Background: an optimization exercise with open tools, aiming at small area and a short achievable clock period. Do not read the settings as production practice. Only simulation tests tie the RTL to the original design; equivalence was not proved.

==> inputs of tundra <==
Design hornet, start of the top module:
module hornet (
	input  clk, reset_n,
	output logic [17:0] s, r, t,
	input  logic [17:0] rsq, dsq,
	output logic  [8:0] mem_a,
	input  logic [17:0] mem_d
);
export LEC_CHECK = 0
export CAP_MARGIN = 20
export CORE_MARGIN = 2
export CORE_UTILIZATION = 40
export CTS_BUF_LIST = sky130_fd_sc_hd__clkbuf_8
export SETUP_SLACK_MARGIN = 2.0
export SLEW_MARGIN = 20
create_clock -name core_clock -period 5.0 [get_ports {clk}]
standard.sh (not shown) runs the stock make flow with config.mk's settings and CLKGATE_MAP_FILE= SYNTH_SCRIPT=/design/flow/synth_recipe.tcl, a recipe that flattens the netlist after the stock synthesis.
==> flow/flow/run.sh <==
#!/bin/bash
# Layout flow: the standard layout (standard.sh), with the standard
# synthesis unchanged, but with the smallest buffer on each port instead of
# the one buffer_ports picks by itself.
set -euo pipefail
bash standard.sh synth > synth.log 2>&1
bash standard.sh "BUFFER_PORTS_ARGS=-buffer_cell sky130_fd_sc_hd__buf_1" finish > layout.log 2>&1
==> inputs of willow, as changes to tundra <==
==> flow/design.v (replaced) <==
module hornet (
	input  clk, reset_n,
	output logic [17:0] s, r, t,
	input  logic [17:0] rsq, dsq,
	output logic  [8:0] mem_a,
	input  logic [17:0] mem_d
);
logic [1:0]  slot;
logic [4:0]  op, op_nxt;
logic [12:0] ir;
logic [9:0]  p, p_nxt, p_inca;
logic [17:0] a, t_nxt, s_nxt, r_nxt, a_nxt;
logic [8:0]  b, b_nxt, am_nxt;
logic [7:0]  jumpa;
logic [18:0] ts;
logic        rnz, tz;
assign jumpa  = slot[1] ? {p[7:3], ir[2:0]} : ir[7:0];
assign p_inca = {p[9:7], p[6:0] + 7'd1};
assign ts     = {t[17], t} + {s[17], s};
assign rnz    = |r;
assign tz     = ~|t;
always_comb
	case (slot)
		0 : op_nxt = ir[12:8] ^ 5'b10101;
		1 : op_nxt = ir[ 7:3] ^ 5'b01010;
		2 : op_nxt = {ir[2:0] ^ 3'b101, 2'b00};
		default op_nxt = mem_d[17:13] ^ 5'b01010;
	endcase
always_comb
	case (op)
		8, 9, 10, 11, 26 : t_nxt = mem_d;
		12, 13, 14, 15, 23 : t_nxt = s;
		16 : t_nxt = a[0] ? ts[18:1] : {t[17], t[17:1]};
		17 : t_nxt = {t[16:0], t[0]};
		18 : t_nxt = {t[17], t[17:1]};
		19 : t_nxt = ~t;
		20 : t_nxt = ts[17:0];
		21 : t_nxt = t & s;
		22 : t_nxt = t ^ s;
		25 : t_nxt = r;
		27 : t_nxt = a;
		default t_nxt = t;
	endcase
always_comb
	case (op)
		8, 9, 10, 11, 24, 25, 26, 27 : s_nxt = t;
		12, 13, 14, 15, 20, 21, 22, 23, 29, 30, 31 : s_nxt = dsq;
		default s_nxt = s;
	endcase
always_comb
	case (op)
		0, 25 : r_nxt = rsq;
		1, 3  : r_nxt = {8'd0, p};
		4, 5  : r_nxt = rnz ? r - 18'd1 : rsq;
		29    : r_nxt = t;
		default r_nxt = r;
	endcase
always_comb
	case (op)
		16 : a_nxt = {a[0] ? ts[0] : t[0], a[17:1]};
		31 : a_nxt = t;
		default a_nxt = a;
	endcase
assign b_nxt = (op == 30) ? t[8:0] : b;
always_comb
	case (op)
		0, 1 : p_nxt = r[9:0];
		2, 3 : p_nxt = {2'b00, jumpa};
		5    : p_nxt = rnz    ? {2'b00, jumpa} : p;
		6    : p_nxt = tz     ? {2'b00, jumpa} : p_inca;
		7    : p_nxt = ~t[17] ? {2'b00, jumpa} : p_inca;
		default p_nxt = p_inca;
	endcase
always_comb
	case (op)
		0    : am_nxt = r[8:0];
		2, 3 : am_nxt = {1'b0, jumpa};
		5    : am_nxt = rnz    ? {1'b0, jumpa} : p[8:0];
		6    : am_nxt = tz     ? {1'b0, jumpa} : p[8:0];
		7    : am_nxt = ~t[17] ? {1'b0, jumpa} : p[8:0];
		9, 11, 13, 15 : am_nxt = a[8:0];
		10, 14 : am_nxt = b;
		default am_nxt = p[8:0];
	endcase
always_ff @ (posedge clk or negedge reset_n)
	if (~reset_n) begin
		slot  <= 2'd1;
		op    <= 5'd1;
		p     <= 0;
		t     <= 0;
		s     <= 0;
		r     <= 0;
		a     <= 0;
		b     <= 0;
		mem_a <= 0;
		ir[7:0] <= 8'b01011010;
	end else begin
		slot  <= slot + 2'd1;
		op    <= op_nxt;
		p     <= p_nxt;
		t     <= t_nxt;
		s     <= s_nxt;
		r     <= r_nxt;
		a     <= a_nxt;
		b     <= b_nxt;
		mem_a <= am_nxt;
		if (slot == 3) ir[7:0] <= mem_d[7:0];
	end
always_ff @ (posedge clk)
	if (slot == 3) ir[12:8] <= mem_d[12:8];
endmodule  
==> flow/run.sh (new file) <==
#!/bin/bash
# synth_recipe.tcl (not shown) runs the flow's synth.tcl, then flattens the netlist and writes it again
# the make line also repeats each setting of config.mk as NAME=value (left out here)
make -C /OpenROAD-flow-scripts/flow DESIGN_CONFIG=/design/flow/config.mk WORK_HOME=/design/flow/orfs CLKGATE_MAP_FILE= SYNTH_SCRIPT=/design/flow/synth_recipe.tcl finish
Settings changed: CTS_BUF_LIST sky130_fd_sc_hd__clkbuf_8 to unset, SETUP_SLACK_MARGIN 2.0 to unset.
removed: flow/flow/run.sh
removed: flow/standard.sh
==> inputs of maple, as changes to tundra <==
--- a/flow/design.v
+++ b/flow/design.v
@@ -58,71 +58,110 @@
 	case (slot)
 		0 : op_nxt = ir[12:8] ^ 5'b10101;
 		1 : op_nxt = ir[ 7:3] ^ 5'b01010;
 		2 : op_nxt = {ir[2:0] ^ 3'b101, 2'b00};
 		default op_nxt = mem_d[17:13] ^ 5'b01010;
 	endcase
 assign jumpa  = slot[1] ? {p[7:3], ir[2:0]} : ir[7:0];
 assign p_inca = {p[9:7], p[6:0] + 7'd1};
-assign r_dec  = r - 18'd1;
-assign rnz    = |r;
+genvar gl, gi;
+logic [17:0] ro [0:5];
+assign ro[0] = r;
+generate
+	for (gl = 0; gl < 5; gl++) begin : rlvl
+		for (gi = 0; gi < 18; gi++) begin : bit_
+			if (gi >= (1 << gl)) begin : comb
+				assign ro[gl+1][gi] = ro[gl][gi] | ro[gl][gi - (1 << gl)];
+			end else begin : pass
+				assign ro[gl+1][gi] = ro[gl][gi];
+			end
+		end
+	end
+endgenerate
+assign r_dec  = r ^ ~{ro[5][16:0], 1'b0};
+assign rnz    = ro[5][17];
 assign tz     = ~|t;
-logic        addx;
-logic [18:0] ts, m, x;
-assign addx = c[ADD] | (c[MS] & a[0]);
-assign ts   = {t[17], t} + {s[17], s};
-assign m    = ({19{addx}} & (ts ^ {t[17], t})) | ({19{c[TXOR]}} & {1'b0, s}) | {19{c[TNOT]}};
-assign x    = {t[17], t} ^ m;
-logic tx;
-assign tx = ~(c[TMEM] | c[TS] | c[TAND] | c[TR] | c[TA] | c[TSHL] | c[TSHR]);
-assign t_nxt = ({18{c[TMEM]}} & mem_d)
-             | ({18{c[TS]  }} & s)
-             | ({18{c[TAND]}} & (t & s))
-             | ({18{c[TR]  }} & r)
-             | ({18{c[TA]  }} & a)
-             | ({18{c[TSHL]}} & {t[16:0], t[0]})
-             | ({18{c[TSHR]}} & x[18:1])
-             | ({18{tx    }} & x[17:0]);
+logic [17:0] pr, gk [0:5], pk [0:5];
+logic [18:0] cy;
+assign pr    = t ^ s;
+assign gk[0] = t & s;
+assign pk[0] = pr;
+generate
+	for (gl = 0; gl < 5; gl++) begin : lvl
+		for (gi = 0; gi < 18; gi++) begin : bit_
+			if (gi >= (1 << gl)) begin : comb
+				assign gk[gl+1][gi] = gk[gl][gi] | (pk[gl][gi] & gk[gl][gi - (1 << gl)]);
+				assign pk[gl+1][gi] = pk[gl][gi] & pk[gl][gi - (1 << gl)];
+			end else begin : pass
+				assign gk[gl+1][gi] = gk[gl][gi];
+				assign pk[gl+1][gi] = pk[gl][gi];
+			end
+		end
+	end
+endgenerate
+assign cy = {gk[5], 1'b0};
+logic sel_ms1, sel_asr, sel_x;
+assign sel_ms1 = c[MS] & a[0];
+assign sel_asr = c[TSHR] & ~sel_ms1;
+assign sel_x   = ~(c[TMEM] | c[TS] | c[TAND] | c[TR] | c[TA] | c[TSHL] | c[TSHR] | c[ADD]);
+logic [17:0] rest, q;
+assign rest = ({18{c[TMEM]}} & mem_d)
+            | ({18{c[TS]  }} & s)
+            | ({18{c[TAND]}} & (t & s))
+            | ({18{c[TR]  }} & r)
+            | ({18{c[TA]  }} & a)
+            | ({18{c[TSHL]}} & {t[16:0], t[0]})
+            | ({18{sel_asr}} & {t[17], t[17:1]})
+            | ({18{sel_x  }} & (t ^ (({18{c[TXOR]}} & s) | {18{c[TNOT]}})));
+assign q    = {pr[17], pr[17:1]};
+always_comb
+	for (int i = 0; i < 18; i++)
+		t_nxt[i] = (cy[i]   ? (rest[i] | (c[ADD] & ~pr[i])) : (rest[i] | (c[ADD] & pr[i])))
+		         | (cy[i+1] ? (sel_ms1 & ~q[i])             : (sel_ms1 & q[i]));
 assign s_nxt = ({18{c[ST]}} & t) | ({18{c[SD]}} & dsq) | ({18{~(c[ST] | c[SD])}} & s);
 logic r_rsq, r_dc, r_h;
 assign r_dc  = c[RNX] & rnz;
 assign r_rsq = c[RRSQ] | (c[RNX] & ~rnz);
 assign r_h   = ~(c[RRSQ] | c[RP] | c[RNX] | c[RT]);
 assign r_nxt = ({18{r_rsq}} & rsq) | ({18{c[RP]}} & {8'd0, p}) | ({18{r_dc}} & r_dec)
              | ({18{c[RT]}} & t) | ({18{r_h}} & r);
-assign a_nxt = c[MS] ? {x[0], a[17:1]} : c[AT] ? t : a;
+assign a_nxt = c[MS] ? {a[0] ? pr[0] : t[0], a[17:1]} : c[AT] ? t : a;
 assign b_nxt = c[BT] ? t[8:0] : b;
 logic jmp, p_h, p_i, am_p;
 assign jmp    = c[J] | (c[NX] & rnz) | (c[TIF] & tz) | (c[MIF] & ~t[17]);
 assign p_h    = c[NX] & ~rnz;
 assign p_i    = ~(c[PR] | c[J] | c[NX]) & ~jmp;
 assign p_nxt  = ({10{c[PR]}} & r[9:0]) | ({10{jmp}} & {2'b00, jumpa}) | ({10{p_h}} & p) | ({10{p_i}} & p_inca);
 assign am_p   = ~(c[AMR] | c[AMA] | c[AMB]) & ~jmp;
 assign am_nxt = ({9{c[AMR]}} & r[8:0]) | ({9{jmp}} & {1'b0, jumpa}) | ({9{c[AMA]}} & a[8:0])
               | ({9{c[AMB]}} & b) | ({9{am_p}} & p[8:0]);
 always_ff @ (posedge clk or negedge reset_n)
 	if (~reset_n) begin
-		slot  <= 2'd1;
-		c     <= C_EX;
-		p     <= 0;
 		t     <= 0;
 		s     <= 0;
 		r     <= 0;
-		a     <= 0;
-		b     <= 0;
 		mem_a <= 0;
+	end else begin
+		t     <= t_nxt;
+		s     <= s_nxt;
+		r     <= r_nxt;
+		mem_a <= am_nxt;
+	end
+always_ff @ (posedge clk)
+	if (~reset_n) begin
+		slot    <= 2'd1;
+		c       <= C_EX;
+		p       <= 0;
+		a       <= 0;
+		b       <= 0;
 		ir[7:0] <= 8'b01011010;
 	end else begin
 		slot  <= slot + 2'd1;
 		c     <= dec(op_nxt);
 		p     <= p_nxt;
-		t     <= t_nxt;
-		s     <= s_nxt;
-		r     <= r_nxt;
 		a     <= a_nxt;
 		b     <= b_nxt;
-		mem_a <= am_nxt;
 		if (slot == 3) ir[7:0] <= mem_d[7:0];
 	end
 always_ff @ (posedge clk)
 	if (slot == 3) ir[12:8] <= mem_d[12:8];
 endmodule  
Settings changed: ABC_AREA set to 1, CORE_UTILIZATION 40 to 60, SETUP_SLACK_MARGIN 2.0 to 3.0.
==> flow_summary.toml <==
[cts]
post_cts_buffers = 0

[drt]
dr.first_iter.drc_count = 1425

[finish]
nNonClkBuffers = 152

[worst_setup_path]
crit_path_start = "op[3]"

[run_status]
run_status = "no timing/DRC/antenna violations"

[die]
floorplan.rows = 55

[synth]
post-synth-top-count-cell = "sky130_fd_sc_hd__nand2_1"

[global_routing]
grt_use_met1 = 0.474
[end of results for willow]
==> flow_summary.toml <==
[global_routing]
grt_use_met1 = 0.386

[cts]
post_cts_buffers = 0

[finish]
final_cell_utilization_of_the_core = 0.465
buf_share = 0.0612
nNonClkBuffers = 133

[worst_setup_path]
crit_path_start = "s[0]"

[die]
floorplan.rows = 52
pin_count = 119

[drt]
dr.first_iter.drc_count = 886

[run_status]
run_status = "no timing/DRC/antenna violations"
[end of results for tundra]
==> flow_summary.toml <==
[cts]
tritoncts.num_buffers = 17
post_cts_buffers = 68
clock_path_buffers = 2

[finish]
area_used_by_multi_input_combinational_logic_um2 = 5250
largest_register_ffs = 27
nNonClkBuffers = 209

[run_status]
run_status = "no timing/DRC/antenna violations"

[die]
floorplan.rows = 43

[drt]
dr.first_iter.drc_count = 1596

[worst_setup_path]
crit_path_start = "t[0]"

[global_routing]
grt_use_met1 = 0.564

[synth]
post-synth-top-count-cell = "sky130_fd_sc_hd__nand2_1"
[end of results for maple]

## afterwards: timing with drivers on the ports
The results above use ideal ports. As a check the final layouts listed here were re-extracted and re-timed, cells and wires unchanged.
Step 1 (the two cells are an assumption about what drives the block):
set clk [get_ports {clk}]
set_driving_cell -lib_cell sky130_fd_sc_hd__clkbuf_16 $clk
set_driving_cell -lib_cell sky130_fd_sc_hd__buf_2 [delete_from_list [all_inputs] $clk]
Step 2, shift: input delay + t, output delay - t, t = (earliest + latest rising clock arrival at the registers) / 2. This alone moves slack from input paths to output paths.
Three values: ideal ports, drivers, drivers and shift; two values: the first two.
| run | t, ns | slack for setup (ns) | worst slew at a driven data input, ns | cell pins on the clock port's net |
|---|---|---|---|---|
| tundra | 0.510 | 2.074 / 2.074 / 2.074 | 0.04 | 1 |
| willow | 0.473 | 1.544 / 1.544 / 1.544 | 0.05 | 1 |
| maple | 0.496 | 2.878 / 2.839 / 2.666 | 0.04 | 1 |
After both steps every run listed still meets setup and hold. For maple, which loses most, drivers alone change the setup slack by -0.039 ns; drivers and shift together by -0.212 ns.
